Source: an optimization exercise on an open RTL-to-GDS flow (aim: small area). Production flows keep margins and buffers that such runs may drop.
The RTL was checked by simulation tests, not by an equivalence proof against the original design.
Power is estimated from default activity; no workload was simulated.

==> inputs of run B <==
==> flow/design.v <==
module pulse_filter_32ch (
    input              clk_20m   ,
    input              rst_n     ,
    input      [31:0]  pulse_in  ,
    input      [15:0]  filter_cfg,
    output reg [31:0]  pulse_out
);
    reg  [31:0]        stable_val;
    reg  [31:0]        running;           
    wire [31:0]        stable_nxt;
    wire [31:0]        running_nxt;
    wire               cfg_zero = ~|filter_cfg;
    genvar ch, k;
    generate
        for (ch = 0; ch < 32; ch = ch + 1) begin : g_ch
            reg  [15:0] cnt;
            wire [16:0] inc_c;       
            wire [16:0] ge_c;        
            wire [15:0] cnt_nxt;
            wire        diff = pulse_in[ch] ^ stable_val[ch];
            wire        ge   = (running[ch] & ge_c[16]) | cfg_zero;
            assign inc_c[0] = 1'b1;
            assign ge_c[0]  = 1'b1;
            for (k = 0; k < 16; k = k + 1) begin : g_bit
                assign inc_c[k+1] = inc_c[k] & cnt[k];
                assign ge_c[k+1]  = (cnt[k] & ~filter_cfg[k]) |
                                    ((cnt[k] | ~filter_cfg[k]) & ge_c[k]);
                if (k == 0) begin : g_lsb
                    assign cnt_nxt[k] = ~(running[ch] & cnt[k]);
                end else begin : g_msb
                    assign cnt_nxt[k] = running[ch] & (cnt[k] ^ inc_c[k]);
                end
            end
            assign running_nxt[ch] = diff & ~ge;
            assign stable_nxt[ch]  = stable_val[ch] ^ (diff & ge);
            always @(posedge clk_20m)
                cnt <= cnt_nxt;
        end
    endgenerate
    always @(posedge clk_20m or negedge rst_n) begin
        if (!rst_n) begin
            pulse_out   <= 32'd0;
            stable_val  <= 32'd0;
            running     <= 32'd0;
        end
        else begin
            stable_val  <= stable_nxt;
            running     <= running_nxt;
            pulse_out   <= stable_val;
        end
    end
endmodule
module top_pulse_filter (
    input              clk_20m        ,  
    input              rst_n          ,  
    input  [31:0]      pulse_raw      ,  
    input  [15:0]      filter_coeff   ,  
    output [31:0]      pulse_filtered    
);
    pulse_filter_32ch u_pulse_filter_32ch (
        .clk_20m     (clk_20m       ),
        .rst_n       (rst_n         ),
        .pulse_in    (pulse_raw     ),
        .filter_cfg  (filter_coeff  ),
        .pulse_out   (pulse_filtered)
    );
endmodule
==> flow/flow/run.sh <==
#!/bin/bash
# Own layout flow: the standard synthesis, then its combinational logic
# re-mapped for area by Yosys/ABC (registers kept as they are, same names and
# cells), then the standard ORFS layout from floorplan to finish.
set -euo pipefail
W=$PWD
R=$W/orfs/results/$FLOW_PLATFORM/top_pulse_filter/base
LIB=$FLOW_HOME/platforms/$FLOW_PLATFORM/lib/sky130_fd_sc_hd__tt_025C_1v80.lib
YOSYS=${YOSYS_EXE:-$(command -v yosys || echo "$FLOW_HOME/../tools/install/yosys/bin/yosys")}

# extra make variables for the layout steps
MK=(
  "BUFFER_PORTS_ARGS=-buffer_cell sky130_fd_sc_hd__buf_1"
)
if [[ -f flow/extra.mk ]]; then
  while IFS= read -r line; do [[ -n "$line" ]] && MK+=("$line"); done < flow/extra.mk
fi

# 1. standard synthesis
bash standard.sh "${MK[@]}" synth > synth_std.log 2>&1
cp "$R/1_2_yosys.v" "$W/synth_std.v"

# 2. re-map the combinational logic; the flip-flops stay black boxes
DU=$(grep -o 'cell *( *"*sky130_fd_sc_hd__\(lpflow\|probe\)[a-z0-9_]*' "$LIB" | sed 's/.*sky130/sky130/' | sort -u | sed 's/^/-dont_use /' | tr '\n' ' ')
FFS=$(grep -o 'sky130_fd_sc_hd__[a-z0-9]*df[a-z0-9_]*' "$W/synth_std.v" | sort -u | tr '\n' ' ')
sed "s#@LIB@#$LIB#g; s#@IN@#$W/synth_std.v#g; s#@OUT@#$W/synth_remap.v#g; s#@FFS@#$FFS#g; s#@ABC@#$W/flow/remap.abc#g; s#@DONTUSE@#$DU#g" \
  flow/remap.ys.in > "$W/remap.ys"
"$YOSYS" -s "$W/remap.ys" > remap.log 2>&1

# 3. the layout from the re-mapped netlist
cp "$W/synth_remap.v" "$R/1_2_yosys.v"
rm -f "$R/1_synth.odb" "$R/1_synth.sdc"
bash standard.sh "${MK[@]}" synth > synth_odb.log 2>&1
bash standard.sh "${MK[@]}" finish > finish.log 2>&1
test -f out/final.def
==> flow/flow/remap.abc <==
strash
dch
amap
strash
dch
amap
strash
dch
amap
strash
dch
amap
==> flow/flow/remap.ys.in <==
read_liberty -ignore_miss_func -overwrite @LIB@
read_verilog @IN@
hierarchy -top top_pulse_filter
blackbox @FFS@
flatten
rename -hide w:_*_.*
delete t:$scopeinfo
opt_clean
opt -purge
abc -liberty @LIB@ @DONTUSE@ -script @ABC@
opt_clean -purge
hilomap -singleton -hicell sky130_fd_sc_hd__conb_1 HI -locell sky130_fd_sc_hd__conb_1 LO
read_liberty -lib -overwrite @LIB@
stat -liberty @LIB@
write_verilog -noattr -noexpr -nohex -nodec @OUT@
==> flow/standard.sh <==
#!/bin/bash
# synth_recipe.tcl (not shown) runs the flow's synth.tcl, then flattens the netlist and writes it again
# the make line also repeats each setting of config.mk as NAME=value (left out here)
make -C /OpenROAD-flow-scripts/flow DESIGN_CONFIG=/design/flow/config.mk WORK_HOME=/design/flow/orfs CLKGATE_MAP_FILE= SYNTH_SCRIPT=/design/flow/synth_recipe.tcl "${@:-finish}"
==> flow/config.mk <==
export PLATFORM = sky130hd
export DESIGN_NAME = top_pulse_filter
export DESIGN_NICKNAME = top_pulse_filter
export VERILOG_FILES = /design/flow/design.v
export SDC_FILE = /design/flow/constraint.sdc
export NUM_CORES = 4
export LEC_CHECK = 0
export ABC_AREA = 1
export CAP_MARGIN = 20
export CORE_MARGIN = 2
export CORE_UTILIZATION = 60
export CTS_BUF_LIST = sky130_fd_sc_hd__clkbuf_16
export CTS_CLUSTER_DIAMETER = 100
export CTS_CLUSTER_SIZE = 24
export SLEW_MARGIN = 20
==> flow/constraint.sdc <==
create_clock -name core_clock -period 50.0 [get_ports {clk_20m}]
set_input_delay 10.0000 -clock core_clock [delete_from_list [all_inputs] [get_ports {clk_20m}]]
set_output_delay 10.0000 -clock core_clock [all_outputs]
set_load 0.01 [all_outputs]
==> run E (differences from run B) <==
==> flow/design.v, changed modules only <==
module pulse_filter_32ch (
    input              clk_20m   ,
    input              rst_n     ,
    input      [31:0]  pulse_in  ,
    input      [15:0]  filter_cfg,
    output reg [31:0]  pulse_out
);
    integer i;
    reg [31:0]         stable_val;
    reg [15:0]         cnt [31:0];
    always @(posedge clk_20m or negedge rst_n) begin
        if (!rst_n) begin
            pulse_out   <= 32'd0;
            stable_val  <= 32'd0;
            for (i = 0; i < 32; i = i + 1)
                cnt[i] <= 16'd0;
        end
        else begin
            for (i = 0; i < 32; i = i + 1) begin
                if (pulse_in[i] != stable_val[i]) begin
                    if (cnt[i] >= filter_cfg) begin
                        stable_val[i] <= pulse_in[i];
                        cnt[i]        <= 16'd0;
                    end
                    else begin
                        cnt[i] <= cnt[i] + 1'b1;
                    end
                end
                else begin
                    cnt[i] <= 16'd0;
                end
            end
            pulse_out <= stable_val;
        end
    end
endmodule
==> flow/run.sh (new file) <==
#!/bin/bash
# synth_recipe.tcl (not shown) runs the flow's synth.tcl, then flattens the netlist and writes it again
# the make line also repeats each setting of config.mk as NAME=value (left out here)
make -C /OpenROAD-flow-scripts/flow DESIGN_CONFIG=/design/flow/config.mk WORK_HOME=/design/flow/orfs CLKGATE_MAP_FILE= SYNTH_SCRIPT=/design/flow/synth_recipe.tcl finish
ABC_AREA = unset   (was 1)
CORE_UTILIZATION = 40   (was 60)
CTS_BUF_LIST = unset   (was sky130_fd_sc_hd__clkbuf_16)
CTS_CLUSTER_DIAMETER = unset   (was 100)
CTS_CLUSTER_SIZE = unset   (was 24)
removed: flow/flow/run.sh
removed: flow/flow/remap.abc
removed: flow/flow/remap.ys.in
removed: flow/standard.sh
==> comparison table <==
Post-Syn Area: run B 26100 sq um; run E 35800 sq um
Clock-cell share of area: run B 2.87%; run E 5.77%
Total stage count of the critical path: run B 30; run E 9
Post-route fraction of the period consumed by the critical path: run B 27.7%; run E 25.4%
Cell area after placement: run B 27400 sq um; run E 38100 sq um
Total number of sequential cells: run B 608; run E 576
Routed via count divided by cell count: run B 6.03; run E 5.22
Die footprint: run B 45200 sq um; run E 92000 sq um
Commonest non-fill, non-tap cell in the layout: run B dfxtp_1; run E nor2_1
GR Util met2: run B 50.3%; run E 30.7%
Headroom to the max-slew limit: run B 32.6%; run E 38.7%
Met1 layer wirelength in the final routing: run B 31600 microns; run E 41400 microns
Required time of the critical path: run B 50.53 ns; run E 50.52 ns
Total via count in the routed design: run B 23800; run E 26289
Start point of the critical path: run B filter_coeff[0]; run E filter_coeff[1]
Global placement routability congestion: run B 0.803; run E 0.799
Result of the run: run B no timing/DRC/antenna violations; run E no timing/DRC/antenna violations
Routed length on met3: run B 4190 microns; run E 3310 microns
End point of the critical path: run B u_pulse_filter_32ch.running[0]; run E u_pulse_filter_32ch.cnt[21][4]
Share of post-route cells with drive strength above 1: run B 2.26%; run E 5.14%
Psw: run B 0.325 mW; run E 0.384 mW
Final clock skew: run B 0.0216 ns; run E 0.0172 ns
Syn-to-layout area delta: run B 8.06%; run E 12.8%

-- afterwards: timing with drivers on the ports --
The flow's constraints put no driver on any port. The routed layouts listed below were extracted and timed again, unchanged, in two steps. Step 1: set_driving_cell puts a clkbuf_16 on clk_20m and a buf_2 on each other input, an assumption about the parent block. Step 2 adds t to the input delays and takes it off the output delays; t is the mean of the earliest and latest rising clock arrival at the registers after step 1. Input paths then give back, and output paths get back, about the clock's delay inside the block. Three values: no drivers, after step 1, after step 2; two values: the first two.
run	shift t [ns]	setup slack, ns	worst setup path after step 2	worst register clock-pin slew, ns
run B	0.667	36.173 / 36.203 / 35.536	input to register	0.10 / 0.10
run E	0.666	37.303 / 37.339 / 36.673	input to register	0.06 / 0.06
After both steps setup and hold are still met in every run listed. The setup slack of run B, which loses most, moves by +0.030 ns with the drivers and by -0.637 ns with both steps.
